Background: an optimization exercise with open tools, aiming at small area, a short achievable clock period and few clock cycles. Do not read the settings as production practice.
At most, simulation tests tie the RTL to the original design; equivalence was not proved.

==> run M: inputs <==
==> flow/design.v (excerpt) <==
module Dual_mode_neuron (
    input wire clk,
    input wire rstn,
    input wire mode,     
    input wire signed [26 : 0] i_in,    
    output wire signed [26 : 0] v,
    output reg signed [26:0] h_0,
    output reg done
);
Settings: LEC_CHECK=0, ABC_AREA=1, CAP_MARGIN=30, CORE_MARGIN=2, CORE_UTILIZATION=40, PLACE_DENSITY=0.75, SETUP_SLACK_MARGIN=3.5, SLEW_MARGIN=30; clock period 11.0 ns.
run.sh (not shown) runs the stock make flow with config.mk's settings and CLKGATE_MAP_FILE= SYNTH_SCRIPT=/design/flow/synth_recipe.tcl, a recipe that flattens the netlist after the stock synthesis.
==> run E (differences from run M) <==
--- a/flow/design.v
+++ b/flow/design.v
@@ -458,13 +458,13 @@
     pr3 <= pr3_n;
     psg <= (ma != 27'sd0) & (mb != 27'sd0) & (ma[26] ^ mb[26]);
     if (t1) MO_X <= mres;
     if (t2) MO_M <= mres;
     if (t4) MO_N <= mres;
     if (t5) MO_H <= mres;
-    if (gN && pcN == YK2) MO_N <= {PN[26], nsum[25:0]};
+    if (gN && pcN == YK2) MO_N <= {PN[26], asum[25:0]};
     if (gH && pcH == HV1) MO_H <= {PH[26], bsum[25:0]};
 end
 wire signed [26:0] PX = t1 ? mres : MO_X;
 wire signed [26:0] PM = t2 ? mres : MO_M;
 wire signed [26:0] PN = t4 ? mres : MO_N;
 wire signed [26:0] PH = t5 ? mres : MO_H;
@@ -476,22 +476,15 @@
         t1 <= (mtag == 3'd1); t2 <= (mtag == 3'd2); t4 <= (mtag == 3'd4); t5 <= (mtag == 3'd5);
     end
 end
 reg  signed [26:0] aa, ab;
 reg                asub;
 wire signed [26:0] asum = aa + (asub ? ~ab : ab) + {26'd0, asub};
-reg  signed [26:0] aaN, abN;         
-reg                asN;
-wire signed [26:0] nsum = aaN + (asN ? ~abN : abN) + {26'd0, asN};
-wire signed [26:0] zsum = (pcZ == Z0) ? $signed(27'd524288) + e1r : $signed(27'd524288) - mres;
 reg  signed [26:0] ba, bb;
 reg                bsub;
 wire signed [26:0] bsum = ba + (bsub ? ~bb : bb) + {26'd0, bsub};
-reg  signed [26:0] aaX, abX;         
-reg                asX;
-wire signed [26:0] xsum = aaX + (asX ? ~abX : abX) + {26'd0, asX};
 reg  signed [26:0] AO_X, AO_M, AO_N, AO_H;
 reg  [20:0] SX1, SX2, SX3, SX4;
 reg  [3:0]  sxv;                 
 reg  [1:0]  xp;                  
 reg  [20:0] SD1x, SD1y, SD2x, SD2y, SD3y;
 reg         sd1xv, sd1yv, sd2xv, sd2yv, sd3yv;
@@ -610,27 +603,27 @@
 reg       vr;            
 reg       xtb;           
 reg       xfirst;        
 reg       nfirst;        
 reg       tah_v;         
 reg       mvX;
-reg               okX, umX, uaX;  reg signed [26:0] maX, mbX;
+reg               okX, umX, uaX;  reg signed [26:0] maX, mbX, aaX, abX; reg asX;
 reg               okM, umM, uaM;  reg signed [26:0] maM, mbM, aaM, abM; reg asM;
-reg               okN, umN, uaN;  reg signed [26:0] maN, mbN;
-reg               okZ, umZ;  reg signed [26:0] maZ, mbZ;
+reg               okN, umN, uaN;  reg signed [26:0] maN, mbN, aaN, abN; reg asN;
+reg               okZ, umZ, uaZ;  reg signed [26:0] maZ, mbZ, aaZ, abZ; reg asZ;
 reg               okH, umH, uaH;  reg signed [26:0] maH, mbH, aaH, abH; reg asH;
 reg       sp_c1, sp_c2, sp_e0;
 wire signed [26:0] tb_p   = (pcX == AX) ? 27'sd0 : e1r;
 wire signed [26:0] tb_q   = (pcX == AX) ? Vm : AO_X;
 wire signed [26:0] tb_n   = tb_p + tb_q + $signed(27'd26214400);
 wire signed [26:0] a0_vr  = $signed(-27'b0_0111010_0000000000000000000) + $signed(27'd26214400);
 wire        [20:0] x_vr   = {a0_vr[26], a0_vr[23:4]} - $signed(21'd452706);
 wire               vneg   = AO_X[26];
 wire        [20:0] x_newc = {tb_n[26], tb_n[23:4]} - $signed(21'd452706);
 wire               espc   = tb_n >= $signed('d10485760);
-wire               vnegc  = xsum[26];
+wire               vnegc  = bsum[26];
 wire        [3:0]  ei_newc = x_newc[20] ? ~x_newc[19:16] : x_newc[19:16];
 always @(*) begin
     okX = 1'b1; umX = 1'b0; uaX = 1'b0;
     maX = 27'sd0; mbX = 27'sd0; aaX = 27'sd0; abX = 27'sd0; asX = 1'b0;
     ad_start = 1'b0; ad_x = x_newc; ad_leak = 1'b0; ad_abort = 1'b0;
     case (pcX)
@@ -644,13 +637,13 @@
                uaX = 1'b1; aaX = Vm; abX = $signed(27'd26214400); end
     XT4: begin okX = mvX | t1; umX = 1'b1; maX = AO_X; mbX = $signed(27'd5243);
                uaX = 1'b1; aaX = Vm; abX = $signed(27'd18350080); end
     XT5: begin okX = mvX | t1; umX = 1'b1; maX = AO_X; mbX = $signed(27'd52429);
                uaX = 1'b1; aaX = $signed(-27'd25910313); abX = Vm; asX = 1'b1; end
     XT6: begin okX = mvX | t1; umX = 1'b1; maX = $signed(27'd157286); mbX = AO_X >>> 7; end
-    XT7: begin okX = mvX & ~bflag; uaX = 1'b1; aaX = Vm; abX = { {6{MO_X[26]}}, MO_X[26], MO_X[19:0]}; end
+    XT7: begin okX = (mvX | t1) & ~bflag; uaX = 1'b1; aaX = Vm; abX = { {6{PX[26]}}, PX[26], PX[19:0]}; end
     H0: begin umX = 1'b1; maX = $signed(27'd524113); mbX = m_0; end
     H1: begin umX = 1'b1; maX = $signed(27'd349); mbX = Vm; end
     H2: begin umX = 1'b1; maX = $signed(27'd524025); mbX = Vm; uaX = 1'b1; aaX = MO_X; abX = $signed(27'd24466); end
     H3: begin umX = 1'b1; maX = $signed(-27'd53); mbX = m_0; uaX = 1'b1; aaX = MO_X; abX = AO_X; end
     H4: begin uaX = 1'b1; aaX = MO_X; abX = i_in; end
     H5: begin uaX = 1'b1; aaX = MO_X >>> 1; abX = AO_X; end
@@ -696,18 +689,21 @@
     YK4: begin okN = (mvN | t4) & bflag & ~aflag;
                uaN = 1'b1; aaN = ACC; abN = { {4{PN[26]}}, PN[26], PN[21:0]}; end
     default: ;
     endcase
 end
 always @(*) begin
-    okZ = 1'b1; umZ = 1'b0;
-    maZ = 27'sd0; mbZ = 27'sd0;
+    okZ = 1'b1; umZ = 1'b0; uaZ = 1'b0;
+    maZ = 27'sd0; mbZ = 27'sd0; aaZ = 27'sd0; abZ = 27'sd0; asZ = 1'b0;
     case (pcZ)
-    Z0: begin okZ = r1_ok & zfree; umZ = 1'b1; maZ = e1r; mbZ = $signed(27'd70955); end
-    Z1: begin umZ = 1'b1; maZ = ext(R1); mbZ = $signed(27'd317997); end
-    Z2: ;
+    Z0: begin okZ = r1_ok & zfree;
+              umZ = 1'b1; maZ = e1r; mbZ = $signed(27'd70955);
+              uaZ = 1'b1; aaZ = $signed(27'd524288); abZ = e1r; end
+    Z1: begin umZ = 1'b1; maZ = ext(R1); mbZ = $signed(27'd317997);
+              uaZ = 1'b1; aaZ = $signed(27'd524288); abZ = mres; asZ = 1'b1; end
+    Z2: begin uaZ = 1'b1; aaZ = $signed(27'd524288); abZ = mres; asZ = 1'b1; end
     ZA0: begin okZ = rxv[1] & ~tah_v; umZ = 1'b1; maZ = { {3{t2b[23]}} , t2b}; mbZ = $signed(27'd36700); end
     ZA1: ;
     default: ;
     endcase
 end
 always @(*) begin
@@ -733,32 +729,33 @@
 wire rZ = hh & okZ, rH = hh & okH, rX = okX, rM = hh & okM, rN = hh & okN;
 wire sMZ = rZ & umZ;
 wire sMH = rH & umH & ~sMZ;
 wire sMX = rX & umX & ~sMZ & ~(rH & umH);
 wire sMM = rM & umM & ~sMZ & ~(rH & umH) & ~(rX & umX);
 wire sMN = rN & umN & ~sMZ & ~(rH & umH) & ~(rX & umX) & ~(rM & umM);
-wire sAM = rM & uaM;
-wire sAN = rN & uaN;
+wire sAZ = rZ & uaZ;
+wire sAM = rM & uaM & ~sAZ;
+wire sAN = rN & uaN & ~sAZ & ~(rM & uaM);
 wire sAH = rH & uaH;
-wire sAX = rX & uaX;
-wire gZ = rZ & (~umZ | sMZ);
+wire sAX = rX & uaX & ~(rH & uaH);
+wire gZ = rZ & (~umZ | sMZ) & (~uaZ | sAZ);
 wire gH = rH & (~umH | sMH) & (~uaH | sAH);
 wire gX = rX & (~umX | sMX) & (~uaX | sAX);
 wire gM = rM & (~umM | sMM) & (~uaM | sAM);
 wire gN = rN & (~umN | sMN) & (~uaN | sAN);
 assign xgo = gX;
 always @(*) begin
     ma = sMZ ? maZ : sMH ? maH : sMX ? maX : sMM ? maM : maN;
     mb = sMZ ? mbZ : sMH ? mbH : sMX ? mbX : sMM ? mbM : mbN;
     mtag = (sMZ & gZ) ? 3'd3 : (sMH & gH) ? 3'd5 : (sMX & gX) ? 3'd1 : (sMM & gM) ? 3'd2 : (sMN & gN) ? 3'd4 : 3'd0;
-    aa = aaM;
-    ab = abM;
-    asub = asM;
-    ba = aaH;
-    bb = abH;
-    bsub = asH;
+    aa = sAZ ? aaZ : sAM ? aaM : aaN;
+    ab = sAZ ? abZ : sAM ? abM : abN;
+    asub = sAZ ? asZ : sAM ? asM : asN;
+    ba = sAH ? aaH : aaX;
+    bb = sAH ? abH : abX;
+    bsub = sAH ? asH : asX;
 end
 always @(posedge clk or negedge rstn) begin
     if (!rstn) begin
         mvX <= 1'b0; mvM <= 1'b0; mvN <= 1'b0; mvH <= 1'b0;
     end
     else begin
@@ -766,15 +763,15 @@
         if (gX & umX) mvX <= 1'b0; else if (t1) mvX <= 1'b1;
         if (gM & umM) mvM <= 1'b0; else if (t2) mvM <= 1'b1;
         if (gN & umN) mvN <= 1'b0; else if (t4 | (gN && pcN == YK2)) mvN <= 1'b1;
     end
 end
 always @(posedge clk) begin
-    if (gX & uaX) AO_X <= xsum;
+    if (gX & uaX) AO_X <= bsum;
     if (gM & uaM) AO_M <= asum;
-    if (gN & uaN & (pcN != YK2)) AO_N <= nsum;
+    if (gN & uaN & (pcN != YK2)) AO_N <= asum;
     if (gH & uaH) AO_H <= bsum;
 end
 function [4:0] succX;
     input [4:0] p;
     begin
         case (p)
@@ -891,21 +888,21 @@
         XT1: SX1 <= ou_x1;
         XT2: SX4 <= ou_x4;
         XT3: SX3 <= ou_x23;
         XT4: SX2 <= ou_x23;
         XT5: SD1x <= { {6{PX[26]}}, PX[19:5]};
         XT6: SD2x <= { {3{PX[26]}}, PX[22:5]};
-        XT7: ACC <= xsum;
+        XT7: ACC <= bsum;
         default: ;
     endcase
     if (gZ && pcZ == ZA1) TAH <= {mres[26], mres[19:0]};
-    if (gN && pcN == YK4) ACC <= nsum;
+    if (gN && pcN == YK4) ACC <= asum;
     if (gZ) case (pcZ)
-        Z0:  SD3y <= {zsum[26], zsum[24:5]};
-        Z1:  SD1y <= {zsum[26], zsum[24:5]};     
-        Z2:  SD2y <= {zsum[26], zsum[24:5]};     
+        Z0:  SD3y <= {asum[26], asum[24:5]};
+        Z1:  SD1y <= {asum[26], asum[24:5]};     
+        Z2:  SD2y <= {asum[26], asum[24:5]};     
         default: ;
     endcase
 end
 wire [3:0] sx_set = (gX && pcX == XT1) ? 4'b0001 : (gX && pcX == XT2) ? 4'b1000 :
                     (gX && pcX == XT3) ? 4'b0100 : (gX && pcX == XT4) ? 4'b0010 : 4'b0000;
 wire [3:0] rx_clr = {(gM && pcM == YM0), (gN && pcN == YN0), (gZ && pcZ == ZA0), (gZ && pcZ == Z1) | (gX && pcX == H6)};
ABC_AREA = not set   (was 1)
CAP_MARGIN = 20   (was 30)
SETUP_SLACK_MARGIN = 3   (was 3.5)
SLEW_MARGIN = 20   (was 30)
==> run B (differences from run M) <==
--- a/flow/design.v
+++ b/flow/design.v
@@ -458,13 +458,13 @@
     pr3 <= pr3_n;
     psg <= (ma != 27'sd0) & (mb != 27'sd0) & (ma[26] ^ mb[26]);
     if (t1) MO_X <= mres;
     if (t2) MO_M <= mres;
     if (t4) MO_N <= mres;
     if (t5) MO_H <= mres;
-    if (gN && pcN == YK2) MO_N <= {PN[26], nsum[25:0]};
+    if (gN && pcN == YK2) MO_N <= {PN[26], asum[25:0]};
     if (gH && pcH == HV1) MO_H <= {PH[26], bsum[25:0]};
 end
 wire signed [26:0] PX = t1 ? mres : MO_X;
 wire signed [26:0] PM = t2 ? mres : MO_M;
 wire signed [26:0] PN = t4 ? mres : MO_N;
 wire signed [26:0] PH = t5 ? mres : MO_H;
@@ -476,22 +476,15 @@
         t1 <= (mtag == 3'd1); t2 <= (mtag == 3'd2); t4 <= (mtag == 3'd4); t5 <= (mtag == 3'd5);
     end
 end
 reg  signed [26:0] aa, ab;
 reg                asub;
 wire signed [26:0] asum = aa + (asub ? ~ab : ab) + {26'd0, asub};
-reg  signed [26:0] aaN, abN;         
-reg                asN;
-wire signed [26:0] nsum = aaN + (asN ? ~abN : abN) + {26'd0, asN};
-wire signed [26:0] zsum = (pcZ == Z0) ? $signed(27'd524288) + e1r : $signed(27'd524288) - mres;
 reg  signed [26:0] ba, bb;
 reg                bsub;
 wire signed [26:0] bsum = ba + (bsub ? ~bb : bb) + {26'd0, bsub};
-reg  signed [26:0] aaX, abX;         
-reg                asX;
-wire signed [26:0] xsum = aaX + (asX ? ~abX : abX) + {26'd0, asX};
 reg  signed [26:0] AO_X, AO_M, AO_N, AO_H;
 reg  [20:0] SX1, SX2, SX3, SX4;
 reg  [3:0]  sxv;                 
 reg  [1:0]  xp;                  
 reg  [20:0] SD1x, SD1y, SD2x, SD2y, SD3y;
 reg         sd1xv, sd1yv, sd2xv, sd2yv, sd3yv;
@@ -610,27 +603,27 @@
 reg       vr;            
 reg       xtb;           
 reg       xfirst;        
 reg       nfirst;        
 reg       tah_v;         
 reg       mvX;
-reg               okX, umX, uaX;  reg signed [26:0] maX, mbX;
+reg               okX, umX, uaX;  reg signed [26:0] maX, mbX, aaX, abX; reg asX;
 reg               okM, umM, uaM;  reg signed [26:0] maM, mbM, aaM, abM; reg asM;
-reg               okN, umN, uaN;  reg signed [26:0] maN, mbN;
-reg               okZ, umZ;  reg signed [26:0] maZ, mbZ;
+reg               okN, umN, uaN;  reg signed [26:0] maN, mbN, aaN, abN; reg asN;
+reg               okZ, umZ, uaZ;  reg signed [26:0] maZ, mbZ, aaZ, abZ; reg asZ;
 reg               okH, umH, uaH;  reg signed [26:0] maH, mbH, aaH, abH; reg asH;
 reg       sp_c1, sp_c2, sp_e0;
 wire signed [26:0] tb_p   = (pcX == AX) ? 27'sd0 : e1r;
 wire signed [26:0] tb_q   = (pcX == AX) ? Vm : AO_X;
 wire signed [26:0] tb_n   = tb_p + tb_q + $signed(27'd26214400);
 wire signed [26:0] a0_vr  = $signed(-27'b0_0111010_0000000000000000000) + $signed(27'd26214400);
 wire        [20:0] x_vr   = {a0_vr[26], a0_vr[23:4]} - $signed(21'd452706);
 wire               vneg   = AO_X[26];
 wire        [20:0] x_newc = {tb_n[26], tb_n[23:4]} - $signed(21'd452706);
 wire               espc   = tb_n >= $signed('d10485760);
-wire               vnegc  = xsum[26];
+wire               vnegc  = bsum[26];
 wire        [3:0]  ei_newc = x_newc[20] ? ~x_newc[19:16] : x_newc[19:16];
 always @(*) begin
     okX = 1'b1; umX = 1'b0; uaX = 1'b0;
     maX = 27'sd0; mbX = 27'sd0; aaX = 27'sd0; abX = 27'sd0; asX = 1'b0;
     ad_start = 1'b0; ad_x = x_newc; ad_leak = 1'b0; ad_abort = 1'b0;
     case (pcX)
@@ -644,13 +637,13 @@
                uaX = 1'b1; aaX = Vm; abX = $signed(27'd26214400); end
     XT4: begin okX = mvX | t1; umX = 1'b1; maX = AO_X; mbX = $signed(27'd5243);
                uaX = 1'b1; aaX = Vm; abX = $signed(27'd18350080); end
     XT5: begin okX = mvX | t1; umX = 1'b1; maX = AO_X; mbX = $signed(27'd52429);
                uaX = 1'b1; aaX = $signed(-27'd25910313); abX = Vm; asX = 1'b1; end
     XT6: begin okX = mvX | t1; umX = 1'b1; maX = $signed(27'd157286); mbX = AO_X >>> 7; end
-    XT7: begin okX = mvX & ~bflag; uaX = 1'b1; aaX = Vm; abX = { {6{MO_X[26]}}, MO_X[26], MO_X[19:0]}; end
+    XT7: begin okX = (mvX | t1) & ~bflag; uaX = 1'b1; aaX = Vm; abX = { {6{PX[26]}}, PX[26], PX[19:0]}; end
     H0: begin umX = 1'b1; maX = $signed(27'd524113); mbX = m_0; end
     H1: begin umX = 1'b1; maX = $signed(27'd349); mbX = Vm; end
     H2: begin umX = 1'b1; maX = $signed(27'd524025); mbX = Vm; uaX = 1'b1; aaX = MO_X; abX = $signed(27'd24466); end
     H3: begin umX = 1'b1; maX = $signed(-27'd53); mbX = m_0; uaX = 1'b1; aaX = MO_X; abX = AO_X; end
     H4: begin uaX = 1'b1; aaX = MO_X; abX = i_in; end
     H5: begin uaX = 1'b1; aaX = MO_X >>> 1; abX = AO_X; end
@@ -696,18 +689,21 @@
     YK4: begin okN = (mvN | t4) & bflag & ~aflag;
                uaN = 1'b1; aaN = ACC; abN = { {4{PN[26]}}, PN[26], PN[21:0]}; end
     default: ;
     endcase
 end
 always @(*) begin
-    okZ = 1'b1; umZ = 1'b0;
-    maZ = 27'sd0; mbZ = 27'sd0;
+    okZ = 1'b1; umZ = 1'b0; uaZ = 1'b0;
+    maZ = 27'sd0; mbZ = 27'sd0; aaZ = 27'sd0; abZ = 27'sd0; asZ = 1'b0;
     case (pcZ)
-    Z0: begin okZ = r1_ok & zfree; umZ = 1'b1; maZ = e1r; mbZ = $signed(27'd70955); end
-    Z1: begin umZ = 1'b1; maZ = ext(R1); mbZ = $signed(27'd317997); end
-    Z2: ;
+    Z0: begin okZ = r1_ok & zfree;
+              umZ = 1'b1; maZ = e1r; mbZ = $signed(27'd70955);
+              uaZ = 1'b1; aaZ = $signed(27'd524288); abZ = e1r; end
+    Z1: begin umZ = 1'b1; maZ = ext(R1); mbZ = $signed(27'd317997);
+              uaZ = 1'b1; aaZ = $signed(27'd524288); abZ = mres; asZ = 1'b1; end
+    Z2: begin uaZ = 1'b1; aaZ = $signed(27'd524288); abZ = mres; asZ = 1'b1; end
     ZA0: begin okZ = rxv[1] & ~tah_v; umZ = 1'b1; maZ = { {3{t2b[23]}} , t2b}; mbZ = $signed(27'd36700); end
     ZA1: ;
     default: ;
     endcase
 end
 always @(*) begin
@@ -733,32 +729,33 @@
 wire rZ = hh & okZ, rH = hh & okH, rX = okX, rM = hh & okM, rN = hh & okN;
 wire sMZ = rZ & umZ;
 wire sMH = rH & umH & ~sMZ;
 wire sMX = rX & umX & ~sMZ & ~(rH & umH);
 wire sMM = rM & umM & ~sMZ & ~(rH & umH) & ~(rX & umX);
 wire sMN = rN & umN & ~sMZ & ~(rH & umH) & ~(rX & umX) & ~(rM & umM);
-wire sAM = rM & uaM;
-wire sAN = rN & uaN;
+wire sAZ = rZ & uaZ;
+wire sAM = rM & uaM & ~sAZ;
+wire sAN = rN & uaN & ~sAZ & ~(rM & uaM);
 wire sAH = rH & uaH;
-wire sAX = rX & uaX;
-wire gZ = rZ & (~umZ | sMZ);
+wire sAX = rX & uaX & ~(rH & uaH);
+wire gZ = rZ & (~umZ | sMZ) & (~uaZ | sAZ);
 wire gH = rH & (~umH | sMH) & (~uaH | sAH);
 wire gX = rX & (~umX | sMX) & (~uaX | sAX);
 wire gM = rM & (~umM | sMM) & (~uaM | sAM);
 wire gN = rN & (~umN | sMN) & (~uaN | sAN);
 assign xgo = gX;
 always @(*) begin
     ma = sMZ ? maZ : sMH ? maH : sMX ? maX : sMM ? maM : maN;
     mb = sMZ ? mbZ : sMH ? mbH : sMX ? mbX : sMM ? mbM : mbN;
     mtag = (sMZ & gZ) ? 3'd3 : (sMH & gH) ? 3'd5 : (sMX & gX) ? 3'd1 : (sMM & gM) ? 3'd2 : (sMN & gN) ? 3'd4 : 3'd0;
-    aa = aaM;
-    ab = abM;
-    asub = asM;
-    ba = aaH;
-    bb = abH;
-    bsub = asH;
+    aa = sAZ ? aaZ : sAM ? aaM : aaN;
+    ab = sAZ ? abZ : sAM ? abM : abN;
+    asub = sAZ ? asZ : sAM ? asM : asN;
+    ba = sAH ? aaH : aaX;
+    bb = sAH ? abH : abX;
+    bsub = sAH ? asH : asX;
 end
 always @(posedge clk or negedge rstn) begin
     if (!rstn) begin
         mvX <= 1'b0; mvM <= 1'b0; mvN <= 1'b0; mvH <= 1'b0;
     end
     else begin
@@ -766,15 +763,15 @@
         if (gX & umX) mvX <= 1'b0; else if (t1) mvX <= 1'b1;
         if (gM & umM) mvM <= 1'b0; else if (t2) mvM <= 1'b1;
         if (gN & umN) mvN <= 1'b0; else if (t4 | (gN && pcN == YK2)) mvN <= 1'b1;
     end
 end
 always @(posedge clk) begin
-    if (gX & uaX) AO_X <= xsum;
+    if (gX & uaX) AO_X <= bsum;
     if (gM & uaM) AO_M <= asum;
-    if (gN & uaN & (pcN != YK2)) AO_N <= nsum;
+    if (gN & uaN & (pcN != YK2)) AO_N <= asum;
     if (gH & uaH) AO_H <= bsum;
 end
 function [4:0] succX;
     input [4:0] p;
     begin
         case (p)
@@ -891,21 +888,21 @@
         XT1: SX1 <= ou_x1;
         XT2: SX4 <= ou_x4;
         XT3: SX3 <= ou_x23;
         XT4: SX2 <= ou_x23;
         XT5: SD1x <= { {6{PX[26]}}, PX[19:5]};
         XT6: SD2x <= { {3{PX[26]}}, PX[22:5]};
-        XT7: ACC <= xsum;
+        XT7: ACC <= bsum;
         default: ;
     endcase
     if (gZ && pcZ == ZA1) TAH <= {mres[26], mres[19:0]};
-    if (gN && pcN == YK4) ACC <= nsum;
+    if (gN && pcN == YK4) ACC <= asum;
     if (gZ) case (pcZ)
-        Z0:  SD3y <= {zsum[26], zsum[24:5]};
-        Z1:  SD1y <= {zsum[26], zsum[24:5]};     
-        Z2:  SD2y <= {zsum[26], zsum[24:5]};     
+        Z0:  SD3y <= {asum[26], asum[24:5]};
+        Z1:  SD1y <= {asum[26], asum[24:5]};     
+        Z2:  SD2y <= {asum[26], asum[24:5]};     
         default: ;
     endcase
 end
 wire [3:0] sx_set = (gX && pcX == XT1) ? 4'b0001 : (gX && pcX == XT2) ? 4'b1000 :
                     (gX && pcX == XT3) ? 4'b0100 : (gX && pcX == XT4) ? 4'b0010 : 4'b0000;
 wire [3:0] rx_clr = {(gM && pcM == YM0), (gN && pcN == YN0), (gZ && pcZ == ZA0), (gZ && pcZ == Z1) | (gX && pcX == H6)};
ABC_AREA = not set   (was 1)
CAP_MARGIN = 20   (was 30)
SLEW_MARGIN = 20   (was 30)
==> notes.md <==
| item | run B | run E | run M |
|---|---|---|---|
| Outcome | finished clean | finished clean | finished clean |
| Met1 Use GR | 49.0% | 49.5% | 52.6% |
| Instance area at placement | 0.109 sq mm | 0.110 sq mm | 0.117 sq mm |
| Hold path endpoint | uexp.itg[1] | uexp.itg[1] | uexp.itg[0] |
| Post-synthesis share of cell area spent on full adders, half adders and majority gates | 16.0% | 16.0% | 14.9% |
| Global-route track usage on met3 | 15.5% | 14.3% | 13.9% |
| Core region area | 0.257 sq mm | 0.257 sq mm | 0.279 sq mm |
| Post-Place Worst Slack | 1320 ps | 933 ps | 1760 ps |
| First-pass GRT wire length | 748000 um | 743000 um | 848000 um |
| Worst-path cell with the longest stage delay | fa_2 | o211ai_1 | a21oi_1 |
| Mean post-synth cell area | 8.81 sq um | 8.81 sq um | 7.29 sq um |
| Post-CTS setup buffers | 157 | 50 | 29 |
| Maximum achievable frequency | 126 MHz | 125 MHz | 133 MHz |
| Slew of the pin with the lowest slew margin | 1300 ps | 1410 ps | 1250 ps |
| Effective utilization at floorplan | 40.3% | 40.3% | 40.1% |
| Critical path depth | 31 | 30 | 27 |
| Fraction of cell area in non-clock buffers | 5.85% | 4.96% | 3.62% |
Testbench counts of run M, summed over its fixed seeds: cycles 489,012.
For run E and run B, only the layout was checked, not whether the RTL still works.

[afterwards: timing with drivers on the ports]
How much do the figures lean on ideal ports? The routed layouts below were timed once more, with nothing changed but the port constraints. Step 1 assumes that a clkbuf_16 drives the clock port and a buf_2 every other input. Step 2 times the ports against the registers' clock, not the clock port: input delays grow and output delays shrink by t, the midpoint of the rising clock arrivals with the driver on. Slacks: ideal / step 1 / step 2; pairs: ideal / step 1.
run	shift t [ns]	setup WS [ns]	worst setup path at the end
run M	0.996	3.508 / 3.508 / 2.649	input to register
run E	0.961	3.005 / 3.005 / 2.206	input to register
run B	0.961	3.093 / 3.093 / 2.691	input to register
After both steps every run listed still meets setup and hold. The setup slack of run M, which loses most, moves by 0.000 ns with the drivers and by -0.859 ns with both steps.
